From an optimization exercise on the open Yosys and OpenROAD flow, aimed at small area, a short achievable clock period and few clock cycles; shortcuts taken in it are not production practice.
In this exercise RTL edits were held to simulation tests only and were not proved equivalent to the original.
No driver is modelled on the clock port, so clocking that relies on it looks cheaper here than on a real chip.
No activity file was given, so power comes from the tool's default toggle rates.

==> flow/design.v (excerpt) <==
module LZ77_Encoder(clk,reset,chardata,valid,encode,finish,offset,match_len,char_nxt);
Size in the first run: ~31 I/O pins, roughly 6700 um2 of cells after synthesis.
==> flow/config.mk <==
export PLATFORM = sky130hd
export DESIGN_NAME = LZ77_Encoder
export DESIGN_NICKNAME = LZ77_Encoder
export VERILOG_FILES = /design/flow/design.v
export SDC_FILE = /design/flow/constraint.sdc
export NUM_CORES = 4
export LEC_CHECK = 0
export ABC_AREA = 1
export CAP_MARGIN = 20
export CORE_MARGIN = 2
export CORE_UTILIZATION = 50
export SLEW_MARGIN = 20
==> flow/constraint.sdc <==
create_clock -name core_clock -period 10.0 [get_ports {clk}]
set_input_delay 2.0000 -clock core_clock [delete_from_list [all_inputs] [get_ports {clk}]]
set_output_delay 2.0000 -clock core_clock [all_outputs]
set_load 0.01 [all_outputs]
standard.sh (not shown) runs the stock make flow with config.mk's settings and CLKGATE_MAP_FILE= SYNTH_SCRIPT=/design/flow/synth_recipe.tcl, a recipe that flattens the netlist after the stock synthesis.
==> flow/flow/run.sh <==
#!/bin/bash
# Standard ORFS layout, with buf_4 port buffers and repair_timing aiming at
# a setup slack of 6.9 ns (the design's natural period is far below the 10 ns clock).
set -euo pipefail
export BUFFER_PORTS_ARGS="-buffer_cell sky130_fd_sc_hd__buf_4"
export SETUP_SLACK_MARGIN=6.9
export CTS_ARGS="-sink_clustering_enable -repair_clock_nets -dont_use_dummy_load -buf_list sky130_fd_sc_hd__clkbuf_8 -sink_clustering_size 30"
export POST_FLOORPLAN_TCL=$PWD/flow/downsize.tcl
export POST_CTS_TCL=$PWD/flow/clkinv.tcl CLKINV_ROOT=sky130_fd_sc_hd__clkinv_16 CLKINV_LEAF=sky130_fd_sc_hd__clkinv_4 CLKINV_MARGIN=7.2
bash standard.sh finish > orfs_make.log 2>&1
Other scripts of this flow, unchanged in this note and not shown: flow/flow/clkinv.tcl, flow/flow/downsize.tcl
The first run produced a clean layout.
Testbench counts at the start, summed over its fixed seeds: cycles 16,448.
==> next run, changes <==
==> flow/flow/run.sh (replaced) <==
#!/bin/bash
# Standard ORFS layout, with buf_4 port buffers and repair_timing aiming at
# a setup slack of 6.9 ns (the design's natural period is far below the 10 ns clock).
set -euo pipefail
export BUFFER_PORTS_ARGS="-buffer_cell sky130_fd_sc_hd__buf_2"
export SETUP_SLACK_MARGIN=6.9
export CTS_ARGS="-sink_clustering_enable -repair_clock_nets -dont_use_dummy_load -buf_list sky130_fd_sc_hd__clkbuf_8 -sink_clustering_size 30"
export POST_FLOORPLAN_TCL=$PWD/flow/restructure.tcl RMP_LIB=$FLOW_HOME/platforms/sky130hd/lib/sky130_fd_sc_hd__tt_025C_1v80.lib
export POST_CTS_TCL=$PWD/flow/clkinv.tcl CLKINV_ROOT=sky130_fd_sc_hd__clkinv_16 CLKINV_LEAF=sky130_fd_sc_hd__clkinv_4 CLKINV_MARGIN=7.2
bash standard.sh finish > orfs_make.log 2>&1
==> flow/flow/restructure.tcl (new file) <==
# Re-map the synthesized combinational logic for area (registers untouched),
# then size every combinational cell down to the smallest drive strength; the
# flow's later repair steps size up what timing needs.
# restructure reads a liberty file and ignores set_dont_use, so hand it a copy
# of the platform's library without the don't-use cells.
set rmp_dir $::env(RESULTS_DIR)/rmp
file mkdir $rmp_dir
set f [open $::env(RMP_LIB) r]
set lib [read $f]
close $f
set starts [regexp -all -indices -inline {\n\s*cell\s*\(\s*"?([A-Za-z0-9_]+)"?\s*\)} $lib]
set out ""
set prev 0
set dropped 0
for {set k 0} {$k < [llength $starts]} {incr k 2} {
  set s [lindex [lindex $starts $k] 0]
  set name [string range $lib {*}[lindex $starts [expr {$k + 1}]]]
  if { $k + 2 < [llength $starts] } {
    set e [expr {[lindex [lindex $starts [expr {$k + 2}]] 0] - 1}]
  } else {
    set e [expr {[string last "\}" $lib] - 1}]
  }
  set drop 0
  foreach pat $::env(DONT_USE_CELLS) { if { [string match $pat $name] } { set drop 1 } }
  append out [string range $lib $prev [expr {$s - 1}]]
  if { !$drop } { append out [string range $lib $s $e] } else { incr dropped }
  set prev [expr {$e + 1}]
}
append out [string range $lib $prev end]
set f [open $rmp_dir/rmp.lib w]
puts -nonewline $f $out
close $f
puts "restructure: library without $dropped don't-use cells"
restructure -target area -liberty_file $rmp_dir/rmp.lib \
  -tielo_port sky130_fd_sc_hd__conb_1/LO -tiehi_port sky130_fd_sc_hd__conb_1/HI \
  -work_dir $rmp_dir -abc_logfile $rmp_dir/abc.log
report_design_area
foreach inst [[ord::get_db_block] getInsts] {
  set m [[$inst getMaster] getName]
  foreach pat $::env(DONT_USE_CELLS) { if { [string match $pat $m] } { error "restructure: don't-use cell $m" } }
}
source [file join [file dirname [info script]] downsize.tcl]
Fmax shrinks by 13%.
Total power went up by 2.8%.
Routed wire length came out higher by 9.3%.
Design area goes up by 3.6%.
Setup slack degrades by 410 ps.
Flip-flop and latch count stays the same.
Combinational power rises by 16%.
Synthesized cell count does not change.
Clock skew went up by 3.3 ps.
Hold slack improved by 19 ps.
Area after synthesis is unchanged.


Setup of north:
Another version of the RTL of LZ77_Encoder (not shown whole).
Size: about 620 cells after synthesis, roughly 180 flip-flops.
==> flow/config.mk <==
export PLATFORM = sky130hd
export DESIGN_NAME = LZ77_Encoder
export DESIGN_NICKNAME = LZ77_Encoder
export VERILOG_FILES = /design/flow/design.v
export SDC_FILE = /design/flow/constraint.sdc
export NUM_CORES = 4
export LEC_CHECK = 0
export ABC_CLOCK_PERIOD_IN_PS = 2500
export CAP_MARGIN = 20
export CORE_MARGIN = 2
export CORE_UTILIZATION = 50
export SLEW_MARGIN = 20
==> flow/constraint.sdc <==
create_clock -name core_clock -period 10.0 [get_ports {clk}]
set_input_delay 2.0000 -clock core_clock [delete_from_list [all_inputs] [get_ports {clk}]]
set_output_delay 2.0000 -clock core_clock [all_outputs]
set_load 0.01 [all_outputs]
==> flow/flow/run.sh <==
#!/bin/bash
# Standard ORFS layout, with buf_4 port buffers and repair_timing aiming at
# a setup slack of 7.0 ns (the design's natural period is far below the 10 ns clock).
set -euo pipefail
export BUFFER_PORTS_ARGS="-buffer_cell sky130_fd_sc_hd__buf_4"
export SETUP_SLACK_MARGIN=7.0
bash standard.sh finish > orfs_make.log 2>&1
Having completed the whole flow, north delivered a layout that passed the timing, design-rule and antenna checks.
Testbench counts of north, summed over its fixed seeds: cycles 16,448.
For south, these inputs were changed with respect to north:
==> flow/config.mk <==
export PLATFORM = sky130hd
export DESIGN_NAME = LZ77_Encoder
export DESIGN_NICKNAME = LZ77_Encoder
export VERILOG_FILES = /design/flow/design.v
export SDC_FILE = /design/flow/constraint.sdc
export NUM_CORES = 4
export LEC_CHECK = 0
export CAP_MARGIN = 20
export CORE_MARGIN = 2
export CORE_UTILIZATION = 50
export CTS_BUF_LIST = sky130_fd_sc_hd__clkbuf_8
export SLEW_MARGIN = 20
[summary]
south — finished layout cell area about 2% lower, north as reference. Total power is higher on north. The setup slack of south is lower than that of north. Comparing north against south, there is no change at all in number of cells traversed by the worst hold path. Re sum of buffers and inverters on the critical path: no difference whatsoever between south and north. Comparing south with north, the number of standard cells in the layout, taps in and fillers out came out essentially unchanged.
[inputs] east vs south
-- flow/flow/run.sh --
<<< south, line 5
export BUFFER_PORTS_ARGS="-buffer_cell sky130_fd_sc_hd__buf_4"
export SETUP_SLACK_MARGIN=7.0
bash standard.sh finish > orfs_make.log 2>&1
>>> east, line 5
export BUFFER_PORTS_ARGS="-buffer_cell sky130_fd_sc_hd__buf_4"
export SETUP_SLACK_MARGIN=7.0
export CTS_ARGS="-sink_clustering_enable -repair_clock_nets -dont_use_dummy_load -buf_list sky130_fd_sc_hd__clkbuf_8 -sink_clustering_size 30"
export POST_FLOORPLAN_TCL=$PWD/flow/downsize.tcl
bash standard.sh finish > orfs_make.log 2>&1
==> flow/flow/downsize.tcl (new file) <==
# Size every combinational cell down to the smallest drive strength the
# platform allows; the flow's later repair steps size up what timing needs.
set db [ord::get_db]
set dont_use $::env(DONT_USE_CELLS)
set n 0
foreach inst [[ord::get_db_block] getInsts] {
  set m [[$inst getMaster] getName]
  if { ![regexp {^(sky130_fd_sc_hd__[a-z0-9]+)_(\d+)$} $m -> base drive] } { continue }
  if { [regexp {__(df|ed|sd|dl|tap|conb|fill|decap|clk)} $m] } { continue }
  foreach s {0 1 2 4} {
    set cand ${base}_$s
    if { $cand eq $m } { break }
    if { [lsearch -exact $dont_use $cand] >= 0 } { continue }
    set nm [$db findMaster $cand]
    if { $nm eq "NULL" } { continue }
    if { [$inst swapMaster $nm] } { incr n; break }
  }
}
puts "downsize: resized $n instances"
-- flow/config.mk --
<<< south, line 9
export CORE_MARGIN = 2
export CORE_UTILIZATION = 50
export CTS_BUF_LIST = sky130_fd_sc_hd__clkbuf_8
export SLEW_MARGIN = 20
>>> east, line 9
export CORE_MARGIN = 2
export CORE_UTILIZATION = 50
export SLEW_MARGIN = 20
### Flow results
Shortest clock period the worst path allows after layout ends up lower on south.
east against south: total routed wirelength went down 1.2%, relative area change from synthesis to final layout lower.
Across both runs, routed length on met3 was lower for east than for south.
east -> south: overall die height delta 0, exact match
Going from south to east, count of plain and timing-repair buffers grows by 13.
Final cell area: east below south
Setup changes, east to west
==> flow/flow/run.sh <==
#!/bin/bash
# Standard ORFS layout, with buf_4 port buffers and repair_timing aiming at
# a setup slack of 7.15 ns (the design's natural period is far below the 10 ns clock).
set -euo pipefail
export BUFFER_PORTS_ARGS="-buffer_cell sky130_fd_sc_hd__buf_4"
export SETUP_SLACK_MARGIN=7.15
export CTS_ARGS="-sink_clustering_enable -repair_clock_nets -dont_use_dummy_load -buf_list sky130_fd_sc_hd__clkbuf_16 -sink_clustering_size 50 -sink_clustering_max_diameter 100"
bash standard.sh finish > orfs_make.log 2>&1
removed: flow/flow/downsize.tcl
Notes after the runs:
- Per the final summary, west finished and its layout is clean on timing, DRC and antenna.
- Compared to east, west has area added between synthesis and finish 8.0 points higher.
- The higher met2 wirelength from detailed routing came out of west.
- Summary: with east as the reference, maximum vdd drop in west moved down by a little under 10%.
- Lower number of detailed-routing iterations run before antenna repair was reported by east, not west.
- east -> west: worst hold path cell count delta 0, exact match
- west vs east: count of plain and timing-repair buffers up by more than a quarter

[re-timing with driven ports]
No port has a modelled driver above. Below, the same layouts with a new extraction and two added sets of constraints. Step 1 assumes that a clkbuf_16 drives the clock port and a buf_2 every other input. Step 2 adds t to the input delays and takes it off the output delays; t is the mean of the earliest and latest rising clock arrival at the registers after step 1. Input paths then give back, and output paths get back, about the clock's delay inside the block. a / b / c = ideal ports / drivers / drivers and shift; a / b = the first two.
| run | t, ns | setup WS [ns] | worst setup path after step 2 | worst data-port slew with drivers (ns) |
|---|---|---|---|---|
| the first run of note 1 | 0.320 | 7.193 / 7.118 / 7.235 | register to register | 0.03 |
| the second run of note 1 | 0.312 | 6.784 / 6.783 / 6.783 | register to register | 0.03 |
| north | 0.469 | 7.033 / 6.989 / 7.071 | register to register | 0.03 |
| south | 0.492 | 7.003 / 6.964 / 7.137 | register to register | 0.03 |
| east | 0.482 | 6.996 / 6.959 / 7.163 | register to register | 0.03 |
| west | 0.463 | 7.047 / 7.003 / 7.254 | register to register | 0.03 |
After both steps setup and hold are still met in every run listed. The setup slack of the second run of note 1, which loses most, moves by -0.001 ns with the drivers and by -0.001 ns with both steps.
